Context: an optimization exercise on an open-source flow, tuned for small area and few clock cycles. The choices shown serve that exercise and are no tape-out recipe. In this exercise RTL edits were held to simulation tests only and were not proved equivalent to the original. Power figures rest on the tool's default switching activity, not on a simulated workload.

===== flow/run.sh =====
#!/bin/bash
# synth_recipe.tcl (not shown) runs the flow's synth.tcl, then flattens the netlist and writes it again
# the make line also repeats each setting of config.mk as NAME=value (left out here)
make -C /OpenROAD-flow-scripts/flow DESIGN_CONFIG=/design/flow/config.mk WORK_HOME=/design/flow/orfs CLKGATE_MAP_FILE= SYNTH_SCRIPT=/design/flow/synth_recipe.tcl finish

===== flow/config.mk =====
export PLATFORM = sky130hd
export DESIGN_NAME = Apply
export DESIGN_NICKNAME = Apply
export VERILOG_FILES = /design/flow/design.v
export SDC_FILE = /design/flow/constraint.sdc
export NUM_CORES = 4
export LEC_CHECK = 0
export CAP_MARGIN = 20
export CORE_MARGIN = 2
export CORE_UTILIZATION = 40
export PLACE_DENSITY = 0.6
export SLEW_MARGIN = 20

===== flow/constraint.sdc =====
create_clock -name core_clock -period 10.0 [get_ports {clk}]
set_input_delay 2.0000 -clock core_clock [delete_from_list [all_inputs] [get_ports {clk}]]
set_output_delay 2.0000 -clock core_clock [all_outputs]
set_load 0.01 [all_outputs]

===== flow/design.v =====
`timescale 10 ns / 10 ns
module BufferedPipeline #(parameter
		DATA_END = 0
	)(
		input wire validIn,  
		input wire [DATA_END:0] dataIn,  
		input wire busyIn,	  
		input wire validOut,  
		output wire busyOut,  
		output wire [DATA_END:0] currentData,  
		output wire validData,  
		output wire memoryTransfer,  
		input clk,
		input reset
	);
reg [DATA_END:0] inputData,storedData;
reg validInput,validStored;
assign busyOut = validStored;  
assign validData = validInput;
assign currentData = inputData;  
assign memoryTransfer = (validOut & !busyIn);  
always @(posedge clk)
begin
	if(!validInput)  
	begin
		if(validIn)
		begin
			inputData <= dataIn;
			validInput <= 1'b1;
		end
	end
	else if(memoryTransfer)  
	begin
		if(validStored)  
		begin
			inputData <= storedData;
			storedData <= 0;  
			validStored <= 1'b0;
		end
		else if(validIn)  
		begin
			inputData <= dataIn;
			validInput <= 1'b1;  
		end
		else 
		begin
			validInput <= 1'b0;  
			inputData <= 0;
		end
	end
	else if(validIn & !validStored)  
	begin
		storedData <= dataIn;
		validStored <= 1'b1; 
	end
	if(reset)
	begin
		validInput <= 1'b0;
		validStored <= 1'b0;
		inputData <= 0;
		storedData <= 0;
	end
end
endmodule
module MultiCycleBufferedPipeline #(parameter
		DATA_END = 0,
		MAXIMUM_CYCLES_BITS = 8
	)(
		input wire validIn,
		input wire [DATA_END:0] dataIn,
		input wire busyIn,
		output wire busyOut,
		output wire [DATA_END:0] currentData,
		output wire validData,
		output wire [MAXIMUM_CYCLES_BITS-1:0] currentCycles,
		input  wire [MAXIMUM_CYCLES_BITS-1:0] maximumCycles,
		input wire increment,		 
		output wire memoryTransfer,  
		output wire earlyEnd,
		output wire validOut, 		 
		input clk,
		input reset
	);
reg [MAXIMUM_CYCLES_BITS-1:0] cycleCounter;
assign currentCycles = cycleCounter;
assign validOut = (validData & (earlyEnd | (cycleCounter == maximumCycles)));
assign earlyEnd = ((cycleCounter + 1 == maximumCycles) & increment & !busyIn);
BufferedPipeline #(.DATA_END(DATA_END)) pipeline(
		.validIn(validIn),
		.dataIn(dataIn),
		.busyIn(busyIn),
		.validOut(earlyEnd | validOut),  
		.busyOut(busyOut),
		.currentData(currentData),
		.validData(validData),
		.memoryTransfer(memoryTransfer),
		.clk(clk),
		.reset(reset)
	);
always @(posedge clk)
begin
	if(increment)
	begin
		cycleCounter <= cycleCounter + 1;
	end
	if(reset | memoryTransfer | earlyEnd)  
	begin
		cycleCounter <= 0;
	end
end
endmodule
module FSMBufferedPipeline #(parameter
		DATA_END = 0,
		MAXIMUM_STATE_BITS = 8
	)(
		input wire validIn,
		input wire [DATA_END:0] dataIn,
		input wire busyIn,
		output wire busyOut,
		output wire [DATA_END:0] currentData,
		output wire validData,
		output reg [MAXIMUM_STATE_BITS-1:0] currentState,
		input  wire [MAXIMUM_STATE_BITS-1:0] nextState,
		output wire memoryTransfer,  
		input wire validOut,
		input clk,
		input reset
	);
BufferedPipeline #(.DATA_END(DATA_END)) pipeline(
		.validIn(validIn),
		.dataIn(dataIn),
		.busyIn(busyIn),
		.validOut(validOut), 
		.busyOut(busyOut),
		.currentData(currentData),
		.validData(validData),
		.memoryTransfer(memoryTransfer),
		.clk(clk),
		.reset(reset)
	);
wire cannotProgress = (validOut & busyIn);
always @(posedge clk)
begin
	if(validData & !cannotProgress)  
	begin
		currentState <= nextState;
	end
	if(reset)
	begin
		currentState <= 0;
	end
end
endmodule
`timescale 10 ns / 10 ns
module AndTerminalCase(
		input wire [29:0] f,
		input wire [29:0] g,
		output wire hit,
		output reg [29:0] result
	);
wire equal_f_zero,equal_g_zero,equal_negate,equal_f_g,equal_g_one,equal_f_one;
assign equal_f_zero = (f == 30'h3fffffff);
assign equal_g_zero = (g == 30'h3fffffff);
assign equal_negate = ((f[29:1] == g[29:1] && f[0] != g[0]));
assign equal_f_g = (f == g);
assign equal_g_one = (g == 30'h3ffffffe);
assign equal_f_one = (f == 30'h3ffffffe);
wire return_zero,return_f,return_g;
assign return_zero = (equal_f_zero | equal_g_zero | equal_negate);
assign return_f = (equal_f_g | equal_g_one);
assign return_g = equal_f_one;
assign hit = (return_zero | return_f | return_g);
always @*
begin
	casez({return_zero,return_f,return_g})  
	3'b000: begin
		result = 30'h00000000;  
	end
	3'b001: begin
		result = g;
	end
	3'b01?: begin
		result = f;
	end
	3'b1??: begin
		result = 30'h3fffffff;
	end
	endcase
end
endmodule
`timescale 10 ns / 10 ns
module ExistTerminalCase(
		input wire [29:0] f,
		input wire [10-1:0] top,
		input wire [10-1:0] cubeLastVar,
		output wire hit,
		output wire [29:0] result
	);
wire topBigger,equal_f_zero,equal_f_one;
assign topBigger = (top > cubeLastVar);
assign equal_f_zero = (f == 30'h3fffffff);
assign equal_f_one = (f == 30'h3ffffffe);
assign hit = (topBigger | equal_f_zero | equal_f_one);
assign result = f;
endmodule
module ExistTerminalCaseNoVar(
		input wire [29:0] f,
		output wire hit,
		output wire [29:0] result
	);
wire equal_f_zero,equal_f_one;
assign equal_f_zero = (f == 30'h3fffffff);
assign equal_f_one = (f == 30'h3ffffffe);
assign hit = (equal_f_zero | equal_f_one);
assign result = f;
endmodule
`timescale 10 ns / 10 ns
module AbstractTerminalCase(
		input wire [29:0] f,
		input wire [29:0] g,
		output wire hit,
		output wire [29:0] result
	);
wire equal_f_zero,equal_g_zero,equal_negate,equal_f_one,equal_g_one;
assign equal_f_zero = (f == 30'h3fffffff);
assign equal_g_zero = (g == 30'h3fffffff);
assign equal_negate = ((f[29:1] == g[29:1] && f[0] != g[0]));
assign equal_f_one = (f == 30'h3ffffffe);
assign equal_g_one = (g == 30'h3ffffffe);
wire return_zero,return_one;
assign return_zero = (equal_f_zero | equal_g_zero | equal_negate);
assign return_one = (equal_f_one && equal_g_one);
assign hit = (return_zero | return_one);
assign result = return_one ? 30'h3ffffffe : 30'h3fffffff;
endmodule
`timescale 10 ns / 10 ns
module ApplySimpleCasesNoVar(
		input wire [(2-1):0] typeIn,
		input wire [29:0] f,
		input wire [29:0] g,
		output reg [(2-1):0] outType,
		output reg [29:0] outF,
		output reg [29:0] outG,
		output reg hit,
		output reg [29:0] result
	);
wire equal_f_one,equal_f_g,equal_g_one;
assign equal_f_one = (f == 30'h3ffffffe);
assign equal_f_g = (f == g);
assign equal_g_one = (g == 30'h3ffffffe);
wire typeEqualAbstract,transformExistG,transformExistF;
assign typeEqualAbstract = (typeIn == 2);
assign transformExistG = (equal_f_one | equal_f_g);
assign transformExistF = equal_g_one;
reg checkExistGSimpleCase;
always @*
begin
	checkExistGSimpleCase = 0;
	casez({typeEqualAbstract,transformExistG,transformExistF})
	4'b11?: begin
		checkExistGSimpleCase = 1;
		outF = g;
		outG = 30'h3fffffff;  
		outType = 1;
	end
	4'b101:begin
		outF = f; 
		outG = 30'h3fffffff;  
		outType = 1;
	end
	default:begin
		outF = f;
		outG = g;
		outType = typeIn;
	end
	endcase
end
wire andHit;
wire [29:0] andResult;
AndTerminalCase terminalAnd(
		.f(f),
		.g(g),
		.hit(andHit),
		.result(andResult));
wire existHit;
wire [29:0] existResult;
ExistTerminalCaseNoVar terminalExist(
		.f(f),
		.hit(existHit),
		.result(existResult));
wire transformedExistHit;
wire [29:0] transformedExistResult;
ExistTerminalCaseNoVar transformedTerminalExist(  
		.f(g),
		.hit(transformedExistHit),
		.result(transformedExistResult));
wire abstractHit;
wire [29:0] abstractResult;
AbstractTerminalCase terminalAbstract(
		.f(f),
		.g(g),
		.hit(abstractHit),
		.result(abstractResult));
wire existFinalHit;
wire [29:0] existFinalResult;
assign existFinalHit = (checkExistGSimpleCase ? transformedExistHit : existHit);
assign existFinalResult = (checkExistGSimpleCase ? transformedExistResult : existResult);
always @*
begin
	case(typeIn)
		0:begin
			hit = andHit;
			result = andResult;
		end
		1:begin
			hit = existFinalHit;
			result = existFinalResult;
		end
		2:begin
			hit = abstractHit;
			result = abstractResult;
		end
		3:begin
			hit = (f == 30'h3fffffff | f == 30'h3ffffffe);
			result = f;
		end
		default:begin
			hit = 1'b0;
			result = 30'h00000000;  
		end
	endcase
end
endmodule
`timescale 10 ns / 10 ns
module ApplySimpleCases(
		input wire [(2-1):0] typeIn,
		input wire [29:0] f,
		input wire [29:0] g,
		input wire [10-1:0] top,
		input wire [10-1:0] cubeLastVar,
		output reg [(2-1):0]  outType,
		output reg [29:0] outF,
		output reg [29:0] outG,
		output reg hit,
		output reg [29:0] result
	);
wire topBigger,equal_f_one,equal_f_g,equal_g_one;
assign topBigger = (top > cubeLastVar);
assign equal_f_one = (f == 30'h3ffffffe);
assign equal_f_g = (f == g);
assign equal_g_one = (g == 30'h3ffffffe);
wire typeEqualAbstract,transformAnd,transformExistG,transformExistF;
assign typeEqualAbstract = (typeIn == 2);
assign transformAnd = topBigger;
assign transformExistG = (equal_f_one | equal_f_g);
assign transformExistF = equal_g_one;
reg checkExistGSimpleCase;
always @*
begin
	checkExistGSimpleCase = 0;
	casez({typeEqualAbstract,transformAnd,transformExistG,transformExistF})
	4'b11??: begin
		outF = f;
		outG = g;
		outType = 0;
	end
	4'b101?: begin
		checkExistGSimpleCase = 1;
		outF = g;
		outG = 30'h3fffffff;  
		outType = 1;
	end
	4'b1001:begin
		outF = f; 
		outG = 30'h3fffffff;  
		outType = 1;
	end
	default:begin
		outF = f;
		outG = g;
		outType = typeIn;
	end
	endcase
end
wire andHit;
wire [29:0] andResult;
AndTerminalCase terminalAnd(
		.f(f),
		.g(g),
		.hit(andHit),
		.result(andResult));
wire existHit;
wire [29:0] existResult;
ExistTerminalCase terminalExist(
		.f(f),
		.top(top),
		.cubeLastVar(cubeLastVar),
		.hit(existHit),
		.result(existResult));
wire transformedExistHit;
wire [29:0] transformedExistResult;
ExistTerminalCase transformedTerminalExist(  
		.f(g),
		.top(top),
		.cubeLastVar(cubeLastVar),
		.hit(transformedExistHit),
		.result(transformedExistResult));
wire abstractHit;
wire [29:0] abstractResult;
AbstractTerminalCase terminalAbstract(
		.f(f),
		.g(g),
		.hit(abstractHit),
		.result(abstractResult));
wire existFinalHit;
wire [29:0] existFinalResult;
assign existFinalHit = (checkExistGSimpleCase ? transformedExistHit : existHit);
assign existFinalResult = (checkExistGSimpleCase ? transformedExistResult : existResult);
always @*
begin
	case(typeIn)
		0:begin
			hit = andHit;
			result = andResult;
		end
		1:begin
			hit = existFinalHit;
			result = existFinalResult;
		end
		2:begin
			hit = abstractHit;
			result = abstractResult;
		end
		3:begin
			hit = (f == 30'h3fffffff | f == 30'h3ffffffe);
			result = f;
		end
		default:begin
			hit = 1'b0;
			result = 30'h00000000;  
		end
	endcase
end
endmodule
`timescale 10 ns / 10 ns
module Apply (
		input wire [29:0] f,
		input wire [29:0] g,
		input wire [(2-1):0]  typeIn,
		input wire valid,
		output wire simpleCaseHit,
		output wire [29:0] simpleCaseResult,
		output wire validOut,
		output wire [29:0] fn,
		output wire [29:0] fnv,
		output wire [29:0] gn,
		output wire [29:0] gnv,
		output wire quantifyOut,
		output wire [29:0] outF,
		output wire [29:0] outG,
		output wire [(2-1):0] outType,
		output wire [10-1:0] topOut,
		input wire insertValueIntoSimpleCache,
		input wire [18-1:0] simpleCacheIndex,
		input wire [2-1:0] simpleCacheValue, 
		input wire [15:0] avs_config_address, 
		input wire avs_config_write,
		input wire [31:0] avs_config_writedata,
		input wire avs_config_read,
		output wire [31:0] avs_config_readdata,
		output wire avs_config_readdatavalid,
		output wire avs_config_waitrequest,
		output reg [127:0] aso_var_request_data,
		input wire aso_var_request_ready,
		output reg aso_var_request_valid,
		output reg [127:0] aso_node_request_data,
		input wire aso_node_request_ready,
		output reg aso_node_request_valid,
		output reg [127:0] aso_cache_request_data,
		input wire aso_cache_request_ready,
		output reg aso_cache_request_valid,
		input wire [95:0] asi_result_data,
		input wire [1:0] asi_result_channel,
		input wire asi_result_valid,
		input wire [15:0] asi_var_data,
		input wire asi_var_valid,
		input wire clk,
		input wire reset
	);
assign avs_config_waitrequest = 1'b0;
reg [10-1:0] cubeLastVar;
reg [31:0] quantify [1:0];  
reg [1:0] simpleCache [63:0];  
reg [10-1:0] nextVar [63:0];  
reg doInsertValueIntoSimpleCache;
reg [18-1:0] storedSimpleCacheIndex;
reg [2-1:0] storedSimpleCacheValue; 
always @(posedge clk)
begin
	doInsertValueIntoSimpleCache <= insertValueIntoSimpleCache;
	storedSimpleCacheIndex <= simpleCacheIndex;
	storedSimpleCacheValue <= simpleCacheValue; 
	if(doInsertValueIntoSimpleCache)
	begin
		simpleCache[storedSimpleCacheIndex[5:0]] <= storedSimpleCacheValue;
	end
	if(reset)
	begin
		doInsertValueIntoSimpleCache <= 0;
		storedSimpleCacheIndex <= 0;
		storedSimpleCacheValue <= 0;
	end
end
reg hpsPerformWrite;
reg hpsCubeLastVarOperation;
reg [15:0] hpsQuantifyIndex;
reg [31:0] valueToWriteOrRead,quantifyValueRead;
reg hpsPerformRead;
reg hpsReturnData;
reg quantifyDoRead,hpsPerformNextVarRead;
reg hpsPerformNextVarWrite;
reg [10-1:0] hpsNextVarIndex,valueForNextVar,hpsNextVarIndexToRead;
localparam 	SET_CUBE_LAST_VAR = 15'h0005,
			SET_QUANTIFY = 128,
			SET_NEXT_VAR = 256;
always @(posedge clk)
begin
	hpsPerformWrite <= 1'b0;
	hpsCubeLastVarOperation <= 1'b0;
	hpsQuantifyIndex <= 0;
	valueToWriteOrRead <= 0;
	hpsPerformRead <= 1'b0;
	hpsReturnData <= 1'b0;
	quantifyDoRead <= 0;
	hpsPerformNextVarWrite <= 1'b0;
	hpsPerformNextVarRead <= 1'b0;
	if(avs_config_write)
	begin
		if(avs_config_address >= SET_NEXT_VAR)
		begin
			hpsPerformNextVarWrite <= 1'b1;
			hpsNextVarIndex <= avs_config_address - SET_NEXT_VAR;
			valueForNextVar <= avs_config_writedata; 
		end
		else if(avs_config_address >= SET_QUANTIFY)
		begin
			hpsPerformWrite <= 1'b1;
			hpsQuantifyIndex <= avs_config_address - SET_QUANTIFY;
			valueToWriteOrRead <= avs_config_writedata;
		end
		else 
		if(avs_config_address == SET_CUBE_LAST_VAR)
		begin
			hpsPerformWrite <= 1'b1;
			hpsCubeLastVarOperation <= 1'b1;
			valueToWriteOrRead <= avs_config_writedata;
		end
	end
	if(hpsPerformNextVarWrite)
	begin
		nextVar[hpsNextVarIndex[5:0]] <= valueForNextVar;
	end
	if(avs_config_read)
	begin
		if(avs_config_address >= SET_NEXT_VAR)
		begin
			hpsPerformNextVarRead <= 1'b1;
			hpsNextVarIndexToRead <= avs_config_address - SET_NEXT_VAR;
		end
		else if(avs_config_address >= SET_QUANTIFY)
		begin
			hpsPerformRead <= 1'b1;
			hpsQuantifyIndex <= avs_config_address - SET_QUANTIFY;
		end
		else if(avs_config_address == SET_CUBE_LAST_VAR)
		begin
			hpsPerformRead <= 1'b1;
			hpsCubeLastVarOperation <= 1'b1;
		end
	end
	if(hpsPerformNextVarRead)
	begin
		hpsReturnData <= 1'b1;
		valueToWriteOrRead <= nextVar[hpsNextVarIndexToRead[5:0]];
	end
	if(hpsPerformWrite)
	begin
		if(hpsCubeLastVarOperation)
		begin
			cubeLastVar <= valueToWriteOrRead[11:0];
		end
		else 
		begin
			quantify[hpsQuantifyIndex[0]] <= valueToWriteOrRead;	
		end
	end
	else
	if(hpsPerformRead)
	begin
		if(hpsCubeLastVarOperation)
		begin
			hpsReturnData <= 1'b1;
			valueToWriteOrRead <= cubeLastVar;
		end
		else 
		begin
			quantifyValueRead <= quantify[hpsQuantifyIndex[0]];	
			quantifyDoRead <= 1;
		end
	end
	if(quantifyDoRead)
	begin
		hpsReturnData <= 1'b1;
		valueToWriteOrRead <= quantifyValueRead;
	end
	if(reset)
	begin
		quantifyValueRead <= 0;
		hpsNextVarIndex <= 0;
		valueForNextVar <= 0;
		hpsNextVarIndexToRead <= 0;
	end
end
assign avs_config_readdata = hpsReturnData ? valueToWriteOrRead : 0;
assign avs_config_readdatavalid = hpsReturnData;
reg [66:0] apply_input;
always @*
begin
	apply_input = 0;
	apply_input[2:0] = 0; 
	apply_input[3:3] = 0;  
	apply_input[33:4] = f;
	apply_input[63:34] = g;
	apply_input[66:64] = typeIn;
end
wire stage_1_validData;
wire stage_21_busy;
wire [66:0] stage_1_data;
BufferedPipeline #(.DATA_END(66)) stage_1(
		.validIn(valid),
		.busyOut(),
		.busyIn(stage_21_busy),
		.dataIn(apply_input),
		.validData(stage_1_validData),
		.currentData(stage_1_data),
		.memoryTransfer(),
		.validOut(stage_1_validData),
		.clk(clk),
		.reset(reset)
	);
wire [29:0] stage_1_f = stage_1_data[33:4];
wire [29:0] stage_1_g = stage_1_data[63:34];
wire [(2-1):0] stage_1_type = stage_1_data[66:64];
wire [29:0] stage_1_simpleResult;
wire stage_1_hit;
wire [(2-1):0] stage_1_typeOut;
wire [29:0] stage_1_fOut,stage_1_gOut;
ApplySimpleCasesNoVar stage_1_simple_case_no_var(
		.typeIn(stage_1_type),
		.f(stage_1_f),
		.g(stage_1_g),
		.outType(stage_1_typeOut),
		.outF(stage_1_fOut),
		.outG(stage_1_gOut),
		.hit(stage_1_hit),
		.result(stage_1_simpleResult)
	);
wire stage_1_f_bigger = (stage_1_f > stage_1_g);
wire stage_1_reorder = (stage_1_typeOut != 1 && stage_1_typeOut != 3);
wire [29:0] stage_1_finalF = (stage_1_reorder & stage_1_f_bigger) ? stage_1_gOut : stage_1_fOut;
wire [29:0] stage_1_finalG = (stage_1_reorder & stage_1_f_bigger) ? stage_1_fOut : stage_1_gOut;
reg [97:0] stage_12_data;
always @*
begin
	stage_12_data = 0;
	stage_12_data[2:0] = 0;  
	stage_12_data[3:3] = 0;  
	stage_12_data[33:4] = stage_1_finalF;
	stage_12_data[63:34] = stage_1_finalG;
	stage_12_data[66:64] = stage_1_typeOut;
	stage_12_data[96:67] = 0; 
	stage_12_data[97:97] = 0;  
end
wire stage_1_simpleCaseHit = stage_1_hit & stage_1_validData;
wire [29:0] stage_1_simpleCaseResult = (stage_1_hit & stage_1_validData) ? stage_1_simpleResult : 0;
wire stage_2_validData;
wire stage_32_busy;
wire [97:0] stage_2_data;
reg stage_2_validOut;
wire [3:0] stage_2_state;
reg [3:0] stage_2_next_state;
FSMBufferedPipeline #(.DATA_END(97),.MAXIMUM_STATE_BITS(4)) stage_2(
		.validIn(stage_1_validData & !stage_1_hit),
		.busyOut(stage_21_busy),
		.busyIn(stage_32_busy),
		.dataIn(stage_12_data),
		.validData(stage_2_validData),
		.currentData(stage_2_data),
		.currentState(stage_2_state),
		.nextState(stage_2_next_state),
		.memoryTransfer(),
		.validOut(stage_2_validOut),
		.clk(clk),
		.reset(reset)
	);
wire stage_2_responseValid = asi_var_valid;
reg [10-1:0] stage_2_stored_f_var,stage_2_stored_g_var;
reg stage_2_storeFirstRegister,stage_2_storeSecondRegister,stage_2_clearStoredRegisters;
always @(posedge clk)
begin
	if(stage_2_storeFirstRegister)
	begin
		stage_2_stored_f_var <= asi_var_data;
	end
	if(stage_2_storeSecondRegister)
	begin
		stage_2_stored_g_var <= asi_var_data;
	end
	if(stage_2_clearStoredRegisters)
	begin
		stage_2_stored_f_var <= 12'hfff;  
		stage_2_stored_g_var <= 12'hfff;
	end
	if(reset)
	begin
		stage_2_stored_f_var <= 0;
		stage_2_stored_g_var <= 0;
	end
end
wire stage_2_simpleCase = stage_2_data[97:97];
wire [29:0] stage_2_f = stage_2_data[33:4];
wire [29:0] stage_2_g = stage_2_data[63:34];
wire [(2-1):0] stage_2_type = stage_2_data[66:64];
always @*
begin
	stage_2_validOut = 1'b0;
	stage_2_next_state = 0;
	aso_var_request_data = 0;
	aso_var_request_valid = 0;
	stage_2_storeFirstRegister = 1'b0;
	stage_2_storeSecondRegister = 1'b0;
	stage_2_clearStoredRegisters = 1'b0;
	if(stage_2_validData)
	begin
		stage_2_next_state = stage_2_state;  
		casez(stage_2_state)
		4'b0000:begin  
			stage_2_clearStoredRegisters = 1'b1;
			if(stage_2_simpleCase)
			begin
				stage_2_validOut = 1'b1;
				stage_2_next_state = 0;
			end
			else
			begin
				aso_var_request_valid = 1'b1;
				aso_var_request_data[31:3] = stage_2_f[29:1];
				aso_var_request_data[2:0] = 3'b010;
				if(aso_var_request_ready)
				begin
					stage_2_next_state[0] = 1;  
					if(stage_2_type == 1 | stage_2_type == 3)
					begin
						stage_2_next_state[1] = 1;  
					end
				end
			end
		end
		4'b0001: begin  
			aso_var_request_valid = 1'b1;
			aso_var_request_data[31:3] = stage_2_g[29:1];
			aso_var_request_data[2:0] = 3'b010;
			if(stage_2_responseValid)
			begin
				stage_2_storeFirstRegister = 1'b1;
				stage_2_next_state[2] = 1;  
			end
			if(aso_var_request_ready)
			begin
				stage_2_next_state[1] = 1;  
			end
		end
		4'b001?: begin  
			if(stage_2_responseValid)
			begin
				stage_2_storeFirstRegister = 1'b1;
				stage_2_next_state[2] = 1;  
				if(stage_2_type == 1 | stage_2_type == 3)
				begin
					stage_2_next_state[3] = 1;  
				end
			end
		end
		4'b010?: begin  
			aso_var_request_valid = 1'b1;
			aso_var_request_data[31:3] = stage_2_g[29:1];
			aso_var_request_data[2:0] = 3'b010;
			if(aso_var_request_ready)
			begin
				stage_2_next_state[1] = 1;  
			end
		end
		4'b011?: begin  
			if(stage_2_responseValid)
			begin
				stage_2_storeSecondRegister = 1'b1;
				stage_2_next_state[3] = 1;  
			end
		end
		4'b1???: begin  
			stage_2_next_state = 0;
			stage_2_validOut = 1'b1;
		end
		endcase
	end
end
reg [109:0] stage_23_data;
wire [10-1:0] stage_2_top = (stage_2_stored_f_var < stage_2_stored_g_var ? stage_2_stored_f_var : stage_2_stored_g_var);
always @*
begin
	stage_23_data = 0;	
	stage_23_data[97:0] = stage_2_data;
	stage_23_data[109:100] = stage_2_top;
	stage_23_data[98:98] = (stage_2_stored_f_var == stage_2_top);
	stage_23_data[99:99] = (stage_2_stored_g_var == stage_2_top);
end
wire [109:0] stage_3_data;
wire stage_3_validData;
wire stage_43_busy;
BufferedPipeline #(.DATA_END(109)) stage_3(
		.validIn(stage_2_validOut),
		.dataIn(stage_23_data),
		.busyIn(stage_43_busy),
		.validOut(stage_3_validData),  
		.busyOut(stage_32_busy),
		.currentData(stage_3_data),
		.validData(stage_3_validData),
		.memoryTransfer(),
		.clk(clk),
		.reset(reset)
	);
wire [10-1:0] stage_3_top = stage_3_data[109:100];
wire [(2-1):0] stage_3_type = stage_3_data[66:64];
wire [29:0] stage_3_f = stage_3_data[33:4];
wire [29:0] stage_3_g = stage_3_data[63:34];
wire [29:0] stage_3_outF,stage_3_outG,stage_3_simpleResult;
wire [(2-1):0] stage_3_typeOut;
wire stage_3_hit;
ApplySimpleCases stage_3_simple_case(
		.typeIn(stage_3_type),
		.f(stage_3_f),
		.g(stage_3_g),
		.top(stage_3_top),
		.cubeLastVar(cubeLastVar),
		.outType(stage_3_typeOut),
		.outF(stage_3_outF),
		.outG(stage_3_outG),
		.hit(stage_3_hit),
		.result(stage_3_simpleResult)
	);
reg [120:0] stage_34_data;
wire [31:0] stage_3_quantifyData = quantify[stage_3_top[5]];
always @*
begin
	stage_34_data = 0;
	stage_34_data[109:0] = stage_3_data;
	stage_34_data[33:4] = stage_3_outF;
	stage_34_data[63:34] = stage_3_outG;
	stage_34_data[66:64] = stage_3_typeOut;
	stage_34_data[97:97] = 0; 
	stage_34_data[96:67] = 0;  
	stage_34_data[110:110] = stage_3_quantifyData[stage_3_top[4:0]];
	stage_34_data[120:111] = nextVar[stage_3_top[5:0]];
end
wire stage_3_simpleCaseHit = stage_3_hit & stage_3_validData;
wire [29:0] stage_3_simpleCaseResult = (stage_3_hit & stage_3_validData) ? stage_3_simpleResult : 0;
wire [120:0] stage_4_data;
wire stage_4_validData;
wire stage_54_busy;
BufferedPipeline #(.DATA_END(120)) stage_4(
		.validIn(stage_3_validData & !stage_3_hit),
		.dataIn(stage_34_data),
		.busyIn(stage_54_busy),
		.validOut(stage_4_validData),  
		.busyOut(stage_43_busy),
		.currentData(stage_4_data),
		.validData(stage_4_validData),
		.memoryTransfer(),
		.clk(clk),
		.reset(reset)
	);
wire [29:0] stage_4_f = stage_4_data[33:4];
wire [29:0] stage_4_g = stage_4_data[63:34];
wire [(2-1):0] stage_4_type = stage_4_data[66:64];
wire stage_4_stored_quantify = stage_4_data[110:110];
wire [10-1:0] stage_4_top = stage_4_data[109:100];
wire [10-1:0] stage_4_nextTop = stage_4_data[120:111];
wire stage_4_quantify = (stage_4_type == 0 | stage_4_type == 3 ? 1'b0 : stage_4_stored_quantify);
reg [130:0] stage_45_data;
always @*
begin
	stage_45_data = 0;	
	stage_45_data[109:0] = stage_4_data[109:0];
	stage_45_data[110:110] = stage_4_quantify;
	stage_45_data[130:113] = ((stage_4_f + stage_4_g + stage_4_type) ^ stage_4_quantify);
	stage_45_data[112:111] = ((^stage_4_f) * 2 + (^stage_4_g) + stage_4_type + stage_4_quantify);
	stage_45_data[109:100] = (stage_4_type == 3 ? stage_4_nextTop : stage_4_top);
end
wire [130:0] stage_5_data;
wire stage_5_validData;
wire stage_65_busy;
BufferedPipeline #(.DATA_END(130)) stage_5(
		.validIn(stage_4_validData),
		.dataIn(stage_45_data),
		.busyIn(stage_65_busy),
		.validOut(stage_5_validData),  
		.busyOut(stage_54_busy),
		.currentData(stage_5_data),
		.validData(stage_5_validData),
		.memoryTransfer(),
		.clk(clk),
		.reset(reset)
	);
wire [18-1:0] stage_5_hashIndex = stage_5_data[130:113];
reg [132:0] stage_56_data;
always @*
begin
	stage_56_data = 0;	
	stage_56_data[130:0] = stage_5_data;
	stage_56_data[132:131] = simpleCache[stage_5_hashIndex[5:0]];
end
wire stage_6_validData;
wire stage_76_busy;
wire [132:0] stage_6_data;
reg stage_6_validOut;
wire [1:0] stage_6_state;
reg [1:0] stage_6_next_state;
FSMBufferedPipeline #(.DATA_END(132),.MAXIMUM_STATE_BITS(2)) stage_6(
		.validIn(stage_5_validData),
		.busyOut(stage_65_busy),
		.busyIn(stage_76_busy),
		.dataIn(stage_56_data),
		.validData(stage_6_validData),
		.currentData(stage_6_data),
		.currentState(stage_6_state),
		.nextState(stage_6_next_state),
		.memoryTransfer(),
		.validOut(stage_6_validOut),
		.clk(clk),
		.reset(reset)
	);
localparam [1:0] STAGE_6_ID = 2'b10;
wire stage_6_responseValid = (asi_result_valid & asi_result_channel == STAGE_6_ID);
reg [95:0] stage_6_storedCacheEntry;
reg stage_6_storeRegister;
always @(posedge clk)
begin
	if(stage_6_storeRegister)
	begin
		stage_6_storedCacheEntry <= asi_result_data;
	end
	if(reset)
	begin
		stage_6_storedCacheEntry <= 0;
	end
end
wire stage_6_simpleCase = stage_6_data[97:97];
wire [18-1:0] stage_6_cache_hash = stage_6_data[130:113];
wire [2-1:0] stage_6_simpleHash = stage_6_data[112:111];
wire [2-1:0] stage_6_storedSimpleHash = stage_6_data[132:131];
always @*
begin
	stage_6_validOut = 1'b0;
	stage_6_next_state = 0;
	aso_cache_request_data = 0;
	aso_cache_request_valid = 0;
	stage_6_storeRegister = 1'b0;
	if(stage_6_validData)
	begin
		stage_6_next_state = stage_6_state;  
		casez(stage_6_state)
		4'b00:begin  
			if(stage_6_simpleCase | stage_6_simpleHash != stage_6_storedSimpleHash)  
			begin
				stage_6_validOut = 1'b1;
				stage_6_next_state = 0;
			end
			else
			begin
				aso_cache_request_valid = 1'b1;
				aso_cache_request_data[31:3] = stage_6_cache_hash;
				aso_cache_request_data[2:0] = 3'b011;
				if(aso_cache_request_ready)
				begin
					stage_6_next_state[0] = 1;
				end
			end
		end
		4'b01: begin  
			if(stage_6_responseValid)
			begin
				stage_6_storeRegister = 1'b1;
				stage_6_next_state[1] = 1;  
			end
		end
		4'b1?: begin  
			stage_6_next_state = 0;
			stage_6_validOut = 1'b1;
		end
		endcase
	end
end
wire [29:0] stage_6_f = stage_6_data[33:4];
wire [29:0] stage_6_g = stage_6_data[63:34];
wire [(2-1):0] stage_6_type = stage_6_data[66:64];
wire stage_6_quantify = stage_6_data[110:110];
wire [29:0] stage_6_cache_result = stage_6_storedCacheEntry[93:64];
wire stage_6_equal_f = (stage_6_f == stage_6_storedCacheEntry[29:0]);
wire stage_6_equal_g = (stage_6_g == stage_6_storedCacheEntry[61:32]);
wire stage_6_equal_type = (stage_6_type == stage_6_storedCacheEntry[95:94]);
wire stage_6_equal_quantify = (stage_6_quantify == stage_6_storedCacheEntry[30:30]);
wire stage_6_equal_to_cache_entry = (stage_6_equal_f & stage_6_equal_g & stage_6_equal_type & stage_6_equal_quantify);
reg [132:0] stage_67_data;
always @*
begin
	stage_67_data = stage_6_data;	
	if(stage_6_equal_to_cache_entry & !stage_6_simpleCase & stage_6_simpleHash == stage_6_storedSimpleHash)
	begin
		stage_67_data[97:97] = 0; 
		stage_67_data[96:67] = 0; 
	end
end
wire stage_6_hit = (stage_6_equal_to_cache_entry & !stage_6_simpleCase & stage_6_simpleHash == stage_6_storedSimpleHash);
wire stage_6_simpleCaseHit = stage_6_validOut & stage_6_hit;
wire [29:0] stage_6_simpleCaseResult = (stage_6_validOut & stage_6_hit) ? stage_6_cache_result : 0;
assign simpleCaseHit = stage_1_simpleCaseHit | stage_3_simpleCaseHit | stage_6_simpleCaseHit;
assign simpleCaseResult = stage_1_simpleCaseResult | stage_3_simpleCaseResult | stage_6_simpleCaseResult;
wire stage_7_validData;
wire [132:0] stage_7_data;
reg stage_7_validOut;
wire [3:0] stage_7_state;
reg [3:0] stage_7_next_state;
FSMBufferedPipeline #(.DATA_END(132),.MAXIMUM_STATE_BITS(4)) stage_7(
		.validIn(stage_6_validOut & !stage_6_hit),
		.busyOut(stage_76_busy),
		.busyIn(1'b0),
		.dataIn(stage_67_data),
		.validData(stage_7_validData),
		.currentData(stage_7_data),
		.currentState(stage_7_state),
		.nextState(stage_7_next_state),
		.memoryTransfer(),
		.validOut(stage_7_validOut),
		.clk(clk),
		.reset(reset)
	);
localparam [1:0] STAGE_7_ID = 2'b01;
wire stage_7_responseValid = (asi_result_valid & asi_result_channel == STAGE_7_ID);
wire [29:0] stage_7_f,stage_7_g;
assign stage_7_f = stage_7_data[33:4];
assign stage_7_g = stage_7_data[63:34];
wire stage_7_fetchF = stage_7_data[98:98];
wire stage_7_fetchG = stage_7_data[99:99];
reg [64-1:0] stage_7_stored_f_node,stage_7_stored_g_node;
reg stage_7_storeFirstRegister,stage_7_storeSecondRegister,stage_7_clearStoredRegisters;
wire stage_7_simpleCase = stage_7_data[97:97];
always @(posedge clk)
begin
	if(stage_7_storeFirstRegister)
	begin
		stage_7_stored_f_node <= asi_result_data;
	end
	if(stage_7_storeSecondRegister)
	begin
		stage_7_stored_g_node <= asi_result_data;
	end
	if(stage_7_clearStoredRegisters)
	begin
		stage_7_stored_f_node <= {2'b0,stage_7_f,2'b0,stage_7_f};
		stage_7_stored_g_node <= {2'b0,stage_7_g,2'b0,stage_7_g};
	end
	if(reset)
	begin
		stage_7_stored_f_node <= 0;
		stage_7_stored_g_node <= 0;
	end
end
always @*
begin
	stage_7_validOut = 1'b0;
	stage_7_next_state = 0;
	aso_node_request_data = 0;
	aso_node_request_valid = 0;
	stage_7_storeFirstRegister = 1'b0;
	stage_7_storeSecondRegister = 1'b0;
	stage_7_clearStoredRegisters = 1'b0;
	if(stage_7_validData)
	begin
		stage_7_next_state = stage_7_state;  
		casez(stage_7_state)
		4'b0000:begin  
			stage_7_clearStoredRegisters = 1'b1;
			if(stage_7_simpleCase)
			begin
				stage_7_validOut = 1'b1;
				stage_7_next_state = 0;
			end
			else
			begin
				aso_node_request_valid = 1'b1;
				aso_node_request_data[2:0] = 3'b001;  
				if(stage_7_fetchF)
				begin
					aso_node_request_data[31:3] = stage_7_f[29:1];
					if(aso_node_request_ready)
					begin
						stage_7_next_state[0] = 1;
					end
				end
				else 
				begin 
					aso_node_request_data[31:3] = stage_7_g[29:1];
					if(aso_node_request_ready)
					begin
						stage_7_next_state[0] = 1;
						stage_7_next_state[2] = 1;
						stage_7_next_state[1] = 1;
					end
				end
			end
		end
		4'b0001: begin  
			if(stage_7_fetchG)
			begin
				aso_node_request_valid = 1'b1;
				aso_node_request_data[31:3] = stage_7_g[29:1];
				aso_node_request_data[2:0] = 3'b001;
				if(aso_node_request_ready)
				begin
					stage_7_next_state[1] = 1;  
				end
			end
			if(stage_7_responseValid)
			begin
				stage_7_storeFirstRegister = 1'b1;
				stage_7_next_state[2] = 1;  
			end
		end
		4'b001?: begin  
			if(stage_7_responseValid)
			begin
				stage_7_storeFirstRegister = 1'b1;
				stage_7_next_state[2] = 1;  
			end
		end
		4'b010?: begin  
			if(stage_7_fetchG)
			begin
				aso_node_request_valid = 1'b1;
				aso_node_request_data[31:3] = stage_7_g[29:1];
				aso_node_request_data[2:0] = 3'b001;
				if(aso_node_request_ready)
				begin
					stage_7_next_state[1] = 1;  
				end
			end
			else 
			begin
				stage_7_next_state[1] = 1;
				stage_7_next_state[3] = 1;
			end
		end
		4'b011?: begin  
			if(stage_7_responseValid)
			begin
				stage_7_storeSecondRegister = 1'b1;
				stage_7_next_state[3] = 1;  
			end
		end
		4'b1???: begin  
			stage_7_next_state = 0;
			stage_7_validOut = 1'b1;
		end
		endcase
	end
end
wire [1:0] stage_7_type = stage_7_data[66:64];
wire stage_7_negateF = stage_7_f[0];
wire [29:0] stage_7_finalFn = {stage_7_stored_f_node[61:33],stage_7_stored_f_node[32] ^ (stage_7_fetchF & stage_7_negateF)};
wire [29:0] stage_7_finalFnv = {stage_7_stored_f_node[29:1],stage_7_stored_f_node[0] ^ (stage_7_fetchF & stage_7_negateF)};
wire [29:0] stage_7_finalGn = {stage_7_stored_g_node[61:33],stage_7_stored_g_node[32] ^ (stage_7_fetchG & stage_7_g[0])};
wire [29:0] stage_7_finalGnv = {stage_7_stored_g_node[29:1],stage_7_stored_g_node[0] ^ (stage_7_fetchG & stage_7_g[0])};
assign quantifyOut = stage_7_data[110:110];
assign outType = stage_7_type;
assign fn = stage_7_finalFn;
assign fnv = stage_7_finalFnv;
assign gn = stage_7_finalGn;
assign gnv = stage_7_finalGnv;
assign outF = stage_7_data[33:4];
assign outG = stage_7_data[63:34];
assign topOut = stage_7_data[109:100];
assign validOut = stage_7_validOut | simpleCaseHit;  
endmodule

==> results.txt <==
stage by stage:
step	util [%]	instances	hold WS, ps	power, mW	worst slack [ps]
final	45.7	13700	446	20.3	2260
after global routing	45.7	13700	462	20.9	2000
after CTS	45.6	13700	448	20.4	2350
after detailed placement	42.5	13200	442	11.4	3310
after global placement	42.5	13200	433	11.3	3410
after floorplan	-	10300	418	11.0	4890
cells in the final DEF (no fill, tap or decap), types with 29 or more instances in the layout:
master	synthesis	routed
clkbuf_8	0	34
a22oi_1	341	341
conb_1	1	305
o221a_2	29	29
xor2_1	67	67
o21ai_0	317	314
clkinv_2	0	49
a311oi_1	58	58
nor4_1	56	55
mux2i_1	96	96
nor2_1	1160	1148
inv_1	78	78
ha_1	85	85
nor3_1	360	358
a21o_1	84	83
clkdlybuf4s50_1	0	573
o22a_1	30	30
buf_4	434	153
a211oi_1	213	213
a21oi_1	597	593
dfxtp_1	1478	1461
clkbuf_16	0	239
a21oi_2	51	50
and2_1	67	61
a221oi_1	285	285
nand3_1	230	227
xnor2_1	119	119
nand4_1	55	55
mux4_2	483	483
a31oi_1	145	145
edfxtp_1	842	842
nand2_1	1069	1062
o211ai_1	34	34
clkbuf_1	734	48
cell families after synthesis:
logic type,count (synthesis)
simple gates,3096
flops,2320
compound gates,2311
buf+inv,1397
mux,599
xor+xnor,186
fa+ha+maj,89
other cells,1
worst reg2reg max path: stages (launching register included):
cell and delay, ps:
dfxtp_2 760, inv_1 200, ha_1 230, nor2b_1 110
o21ai_0 80, a31oi_1 150, o31ai_1 100, buf_4 170
a2bb2oi_1 130, a21boi_2 190, o211ai_2 150, buf_4 390
nand2_1 640, buf_4 500, a221oi_1 600, nor3_1 110
final cells by class:
class / count / area, um2
clock buffers: 321 / 6630
multi-input cells: 6586 / 45100
repair buffers: 737 / 7110
well taps: 3515 / 4400
clock inverters: 122 / 1440
diodes: 3 / 7.51
flip-flops and latches: 2320 / 54900
inverters: 81 / 305
fillers: 24200 / 143000
power by group through the flow:
| stage | clock network [mW] | logic [mW] | registers [mW] |
|---|---|---|---|
| 2_1_floorplan | 0 | 0.824 | 10.1 |
| 3_3_place_gp | 0 | 1.15 | 10.2 |
| 3_5_place_dp | 0 | 1.16 | 10.2 |
| 4_1_cts | 9.25 | 1.17 | 10.0 |
| 5_1_grt | 9.64 | 1.27 | 10.0 |
| 6_report | 9.10 | 1.19 | 10.0 |
metal layers:
| metal | track usage [%] | vias up | routed length [um] |
|---|---|---|---|
| met2 | 37.4 | 3156 | 153000 |
| met1 | 31.7 | 39700 | 138000 |
| met4 | 8.45 | 4 | 12100 |
| met5 | 0 | - | 25 |
| met3 | 4.34 | 509 | 24500 |
| li1 | - | 36100 | - |
worst min-delay path by stage:
stage / start / endpoint / slack [ps] / depth (start not counted)
2_1_floorplan: valueToWriteOrRead[10] / quantify[0][10] / 420 / 0
3_3_place_gp: valueToWriteOrRead[18] / quantify[0][18] / 430 / 0
3_5_place_dp: hpsNextVarIndexToRead[1] / flop / 440 / 2
4_1_cts: stage_2.pipeline.storedData[22] / stage_2.pipeline.inputData[22] / 450 / 2
5_1_grt: stage_1.storedData[52] / stage_1.storedData[52] / 460 / 2
6_report: stage_2.pipeline.storedData[22] / stage_2.pipeline.inputData[22] / 450 / 2
cell usage after synthesis (10+ instances only):
| master | n |
|---|---|
| o221a_2 | 29 |
| a211oi_1 | 213 |
| a21oi_1 | 597 |
| buf_1 | 57 |
| nand2b_1 | 19 |
| nor3_1 | 360 |
| o21ai_0 | 317 |
| a22oi_1 | 341 |
| inv_1 | 78 |
| a32o_1 | 10 |
| nand3_1 | 230 |
| nand2_1 | 1069 |
| edfxtp_1 | 842 |
| dfxtp_1 | 1478 |
| a311oi_1 | 58 |
| nor2_1 | 1160 |
| o211ai_1 | 34 |
| a31oi_1 | 145 |
| buf_4 | 434 |
| or3_1 | 11 |
| o22a_1 | 30 |
| buf_2 | 84 |
| a22o_1 | 22 |
| clkbuf_1 | 734 |
| xnor2_1 | 119 |
| o31ai_1 | 14 |
| nor2b_1 | 25 |
| a21o_1 | 84 |
| xor2_1 | 67 |
| and2_1 | 67 |
| a221oi_1 | 285 |
| mux2_2 | 20 |
| nor4_1 | 56 |
| mux2i_1 | 96 |
| a21oi_2 | 51 |
| nand4_1 | 55 |
| nand3b_1 | 10 |
| o22ai_1 | 12 |
| mux4_2 | 483 |
| ha_1 | 85 |
| o311ai_0 | 28 |
state kept, by name, indices dropped and copies added, names as in the netlist, 62 cells and up, named ones only:
name / cells
stage_4.inputData: 85
stage_3.storedData: 74
stage_7.pipeline.inputData: 75
stage_6.pipeline.storedData: 97
stage_3.inputData: 74
stage_5.inputData: 95
stage_6_storedCacheEntry: 93
stage_6.pipeline.inputData: 97
simpleCache: 128
stage_1.storedData: 62
nextVar: 640
stage_2.pipeline.inputData: 62
stage_4.storedData: 85
stage_2.pipeline.storedData: 62
stage_1.inputData: 62
stage_5.storedData: 95
quantify: 64
stage_7.pipeline.storedData: 75
==> results.txt <==
- Outcome: complete, no violations
- Final Skew: 104 ps
- P_int: 15.5 mW
- Critical Path Start: stage_1.inputData[5]
- Site Rows: 188
- Critical path endpoint category: primary output
- Worst hold path class: flop to flop
- Setup crit start kind: flop
- R2R depth: 15
- Number of global-route vias before repair: 75.0k
- Crit path DAT: 5740 ps
- Top cell by count, worst path: nand2_1
- Root buffer cell: clkbuf_16
- Pwr Density: 169 mW/mm2
- Synth top area cells: dfxtp_1, edfxtp_1, mux4_2
- Die ar.: 0.268 mm2
- Fraction of the mapped netlist area in compound gates: 14.8%
- Pins Over Slew Limit: 0
- Gate Count Post-Synth: 9999
- Die Width: 518 um
- Drt initial violations: 8614
- DRT Pass-1 Iters: 6
- Layout cells sized above 1: 12.0%
- Clock share of power: 44.9%
- Initial antenna violation count: 11
- CTS Buf Count: 238
- Post_cts resized: 0
- R2R setup slack: 5290 ps
- Starting Density: 40.2%
- Largest area contributor in the synthesized netlist: dfxtp_1
- Clock Path Buffers: 3
- Adder-cell area share of the yosys netlist: 1.08%
- Synth Flop Type: dfxtp_1
- Yosys Warn Count: 13
- # nets final: 10.3k
- Vias per cell: 5.81
- Multiplexer share of the synthesized area: 11.4%
- CP Max Fanout: 33
- Average cell area after synthesis: 10.6 um2
- Final instance area: 0.120 mm2
- Num Clock Sinks: 2320
- Clock tree from TritonCTS: yes
- Tcrit/Tclk final: 77.4%
- Core area: 0.263 mm2
- Worst-path clk slew: 60 ps
- NetSw: 4.79 mW
- I/O pin cnt: 901
- EDFF count, synth: 842
- Detail Placement HPWL: 223000 um
- Antenna Violating Nets Remaining: 0
- Crit-path slowest cell: nor4_1
- Asr flop ratio synth: 0%
- DR WL/cell: 24.0 um
- Clock Latency Late Sink: 920 ps
- Crit path buf inv count: 2
- Worst IR Drop VDD: 0.189 mV
- Slew HR: 19.7%
- Max Cap Viol: 0
- RR Endpoint: stage_4.inputData[99]
- Die height: 518 um
- Lkg Pwr: 39.5 nW
- CP endpoint: simpleCaseResult[28]
- Fin. Hold Viols: 0
- Actual slew at the worst max-slew pin: 1200 ps
- Cells along the critical path: nand4_1 > nor4_1 > nand2_1 > buf_4 > o221ai_1 > a21oi_1 > o22ai_1 > nand2_1 > o211ai_1 > clkdlybuf4s50_1
- Combinational share of power: 5.8%
- Sw Ratio: 23.6%
- H-tree depth: 4
- CP required: 8000 ps
- Synth Area in XOR/XNOR: 1.54%
- CP peak stage delay: 790 ps
- Final min period: 7740 ps
- Setup Fix Bufs, Post-CTS: 0
- CTS Hold Bufs: 0
- Area Growth Syn to Fin: 13.6%
- CP top delay family: simple AND/OR/NAND/NOR gates
- CP Depth: 10
- Fmax: 0.129 GHz
- Sequential power share: 49.3%
- Post-synth top area share: 28.0%
- Simple-Gate Fraction of Synth Area: 12.5%
- Largest family of logic cells by synthesized area: compound AO/OA/AOI/OAI gates
- Placed Area: 0.112 mm2
- Largest net degree at the start of global routing: 174
- RSZ-0062 raised after global routing: no
- Reg-to-Reg Start: stage_3.inputData[100]
- Setup total negative slack: 0 ps
- First-pass GRT wire length: 488000 um
- GPL Wtd Cong: 0.920
- Total Wirelength: 328000 um
- Mapped Area: 0.106 mm2
- Routed via count: 79.5k
- Netlist cell types: 80
- GR Overflow Total: 0
- Register bit total from synthesis: 2320
- Drt drc: 0
- Final setup viols: 0
- Total GRT Usage: 23.4%
- I/O Buffers: 574
- Crit path kind: flop to primary output
- Seq/Total Area, Yosys: 52.0%
Testbench counts, summed over its fixed seeds: cycles 61,036.

==> re-timing with driven ports <==
The results above use ideal ports. As a check the final layout listed here was re-extracted and re-timed, cells and wires unchanged.
Step 1 sets driving cells, clkbuf_16 on the clock port and buf_2 on the other inputs (assumed; they add their load-dependent delay and slew).
Step 2 moves the port delays by t, midway between the first and last clock arrival at a register: inputs arrive t later, outputs are due t later. That takes back most of the time a late clock gives input paths.
a / b / c = ideal / step 1 / step 2; a / b = the first two.
t, ns: 0.968
setup slack, ns: 2.261 / 2.164 / 3.132
worst setup path at the end: register to output
After both steps this run still meets setup and hold. The setup slack of this run moves by -0.097 ns with the drivers and by +0.871 ns with both steps.
